This design comes from an exercise in tuning for small area on the open sky130 flow, not from production work. In this exercise RTL edits were held to simulation tests only and were not proved equivalent to the original. The clock port is modelled as an ideal driver, which makes a skipped or thinned clock tree look cheaper than it is; a real chip needs a root buffer or a tree. Power is estimated from default activity; no workload was simulated.

## simondicefinal
module simondicefinal (
  input rst,
  input clk,
  input gen,
  input in1,
  input in2,
  input in3,
  input in4,
  output rgen,
  output led1,
  output led2,
  output led3,
  output led4,
  output win,
  output lose,
  output [3:0] oute
);
Size: ~18 I/O pins.
==> flow/config.mk <==
export PLATFORM = sky130hd
export DESIGN_NAME = simondicefinal
export DESIGN_NICKNAME = simondicefinal
export VERILOG_FILES = /design/flow/design.v
export SDC_FILE = /design/flow/constraint.sdc
export NUM_CORES = 4
export LEC_CHECK = 0
export ABC_AREA = 1
export CAP_MARGIN = 20
export CORE_MARGIN = 2
export CORE_UTILIZATION = 80
export SLEW_MARGIN = 20
==> flow/constraint.sdc <==
create_clock -name core_clock -period 10.0 [get_ports {clk}]
set_input_delay 2.0000 -clock core_clock [delete_from_list [all_inputs] [get_ports {clk}]]
set_output_delay 2.0000 -clock core_clock [all_outputs]
set_load 0.01 [all_outputs]
standard.sh (not shown) runs the stock make flow with config.mk's settings and CLKGATE_MAP_FILE= SYNTH_SCRIPT=/design/flow/synth_recipe.tcl, a recipe that flattens the netlist after the stock synthesis.
==> flow/flow/run.sh <==
#!/bin/bash
# Layout flow: the standard flow (standard.sh) with these changes.
#  - Synthesis is the standard one, except that ABC maps the logic with
#    flow/abc_area.script (repeated area mapping) instead of ORFS's
#    abc_area.script, and adders are left to ABC instead of being mapped to
#    half/full adder cells first; the flip-flops are mapped before ABC, as
#    usual.
#  - The clock tree is built by flow/clock_tree.tcl: the clock port drives
#    four clock buffers, one per quadrant of the placed flip-flops, instead of
#    TritonCTS's H-tree with its dummy loads.
#  - Every input and output port still gets a buffer, but the smallest
#    buffer cell (buf_1) instead of clkdlybuf4s50_1.
# Each tool's output goes to a log file of its own here.
set -euo pipefail
cd "$(dirname "$0")/.."
rm -rf scripts_abc
cp -r "$FLOW_HOME/scripts" scripts_abc
cp flow/abc_area.script scripts_abc/abc_area.script
bash standard.sh SCRIPTS_DIR="$PWD/scripts_abc" ADDER_MAP_FILE= synth > standard_synth.log 2>&1
BUFFER_PORTS_ARGS="-inputs -outputs -buffer_cell sky130_fd_sc_hd__buf_1" bash standard.sh floorplan place > standard_place.log 2>&1
openroad -no_init -exit flow/clock_tree.tcl > clock_tree.log 2>&1
bash standard.sh finish > standard_finish.log 2>&1
==> flow/flow/abc_area.script <==
strash
&get -n
&fraig -x
&put
dc2
dch -f
amap
mfs2
strash
dch -f
amap
mfs2
strash
dch -f
amap
topo
Other scripts of this flow, unchanged in this note and not shown: flow/flow/clock_tree.tcl
The first run ran to the end with no violations.
Edit:
--- a/flow/flow/run.sh
+++ b/flow/flow/run.sh
@@ -4,5 +4,3 @@
 #    flow/abc_area.script (repeated area mapping) instead of ORFS's
-#    abc_area.script, and adders are left to ABC instead of being mapped to
-#    half/full adder cells first; the flip-flops are mapped before ABC, as
-#    usual.
+#    abc_area.script; the flip-flops are mapped before ABC, as usual.
 #  - The clock tree is built by flow/clock_tree.tcl: the clock port drives
@@ -18,3 +16,3 @@
 cp flow/abc_area.script scripts_abc/abc_area.script
-bash standard.sh SCRIPTS_DIR="$PWD/scripts_abc" ADDER_MAP_FILE= synth > standard_synth.log 2>&1
+bash standard.sh SCRIPTS_DIR="$PWD/scripts_abc" synth > standard_synth.log 2>&1
 BUFFER_PORTS_ARGS="-inputs -outputs -buffer_cell sky130_fd_sc_hd__buf_1" bash standard.sh floorplan place > standard_place.log 2>&1
==> flow/flow/abc_area.script (replaced) <==
strash
dch -f
map -a
mfs2
strash
dch -f
map -a
mfs2
strash
dch -f
map -a
mfs2
strash
dch -f
map -a
topo
Sequential share of layout area fell by 4.9 points. Synthesized area rose by 9.0%. Final cell count rose by about 15%.
Edit:
--- a/flow/flow/run.sh
+++ b/flow/flow/run.sh
@@ -1,3 +1,3 @@
 #!/bin/bash
-# Layout flow: the standard flow (standard.sh) with these changes.
+# Layout flow: the standard flow (standard.sh) with two changes.
 #  - Synthesis is the standard one, except that ABC maps the logic with
@@ -8,4 +8,2 @@
 #    TritonCTS's H-tree with its dummy loads.
-#  - Every input and output port still gets a buffer, but the smallest
-#    buffer cell (buf_1) instead of clkdlybuf4s50_1.
 # Each tool's output goes to a log file of its own here.
@@ -17,3 +15,3 @@
 bash standard.sh SCRIPTS_DIR="$PWD/scripts_abc" synth > standard_synth.log 2>&1
-BUFFER_PORTS_ARGS="-inputs -outputs -buffer_cell sky130_fd_sc_hd__buf_1" bash standard.sh floorplan place > standard_place.log 2>&1
+bash standard.sh floorplan place > standard_place.log 2>&1
 openroad -no_init -exit flow/clock_tree.tcl > clock_tree.log 2>&1
Result: Sequential share of layout area went down by 1.2 points. Cell area went up by 2.4%. Setup slack degrades by 0.42 ns. Utilization went up by 2.1 points. Cell count is unchanged. Global-route usage went up by 2.5 points.
Edit:
--- a/flow/flow/run.sh
+++ b/flow/flow/run.sh
@@ -8,2 +8,4 @@
 #    TritonCTS's H-tree with its dummy loads.
+#  - Every input and output port still gets a buffer, but the smallest
+#    buffer cell (buf_1) instead of clkdlybuf4s50_1.
 # Each tool's output goes to a log file of its own here.
@@ -15,3 +17,3 @@
 bash standard.sh SCRIPTS_DIR="$PWD/scripts_abc" synth > standard_synth.log 2>&1
-bash standard.sh floorplan place > standard_place.log 2>&1
+BUFFER_PORTS_ARGS="-inputs -outputs -buffer_cell sky130_fd_sc_hd__buf_1" bash standard.sh floorplan place > standard_place.log 2>&1
 openroad -no_init -exit flow/clock_tree.tcl > clock_tree.log 2>&1
Result:
- The new run completed with no timing, DRC or antenna violations
- first-iteration DRC count falls by 27%
- final area is lower by 2.3%
- sequential cell count does not change
- critical path depth stays the same
- wire length came out lower by 5.2%
- final cell count is unchanged
- core utilization goes down by 2.1 points
- worst setup slack improved by 0.42 ns
- hold slack got worse by 0.021 ns
No run of this note takes its clock network from TritonCTS; it comes from the design's own scripts or RTL.

== main ==
simondicefinal, a different RTL version from the one above (not shown whole).
For scale: ~480 cells after synthesis, about 120 flip-flops, about 18 I/O pins, roughly 4700 um2 of cells after synthesis.
clock: 10.0 ns
lec_check: 0
cap_margin: 20
core_margin: 2
core_utilization: 60
cts_buf_list: sky130_fd_sc_hd__clkbuf_4
slew_margin: 20
run.sh (not shown) runs the stock make flow with config.mk's settings and CLKGATE_MAP_FILE= SYNTH_SCRIPT=/design/flow/synth_recipe.tcl, a recipe that flattens the netlist after the stock synthesis.
Stock flow here: none of the scripts above is used.
Inputs modified between main and the feature branch:
- clearing CTS_BUF_LIST, which used to be sky130_fd_sc_hd__clkbuf_4
- swapping 60 for 40 in CORE_UTILIZATION
==> comparison <==
Reported for the feature branch and main, number of nets produced by synthesis turned out identical to the last digit. The feature branch has final-layout clock buffer total above what main had. On placed wire-length estimate after detailed placement: the feature branch sits above main. In the metrics for the feature branch and main, the one carrying the higher proportion of power drawn by the clock network is the feature branch. | minimum period implied by the final worst setup slack | the feature branch vs main | better |. Internal power contribution on the feature branch is behind main. Measured against each other, the feature branch and main differ in die span in y, the lower figure coming from main. Buffer count excluding the clock tree in the final layout ends up lower on main. Highest attainable clock frequency, the feature branch and main: lower on main.

-- separate check: timing with driven ports --
In the flow no input, the clock included, has a driving cell. The finished layouts below were timed again as built, in two steps. Step 1 sets driving cells, clkbuf_16 on the clock port and buf_2 on the other inputs (assumed; they add their load-dependent delay and slew). Step 2 also shifts input and output timing later by t, the mid clock arrival at the registers, as if the neighbouring blocks saw the same clock. Three values: ideal ports, drivers, drivers and shift; two values: the first two.
run	shift t [ns]	setup slack, ns	slew at the worst register clock pin (ns)	cell pins on the clock port's net
the first run of note 1	0.235	5.498 / 5.425 / 5.660	0.11 / 0.11	4
the second run of note 1	0.236	5.613 / 5.537 / 5.773	0.11 / 0.11	4
the third run of note 1	0.232	5.197 / 5.125 / 5.357	0.11 / 0.11	4
the fourth run of note 1	0.236	5.613 / 5.537 / 5.773	0.11 / 0.11	4
main	0.524	4.877 / 4.847 / 4.686	0.12 / 0.12	1
the feature branch	0.444	5.020 / 4.984 / 4.708	0.06 / 0.06	1
After both steps every run listed still meets setup and hold. The setup slack of the feature branch, which loses most, moves by -0.036 ns with the drivers and by -0.312 ns with both steps.
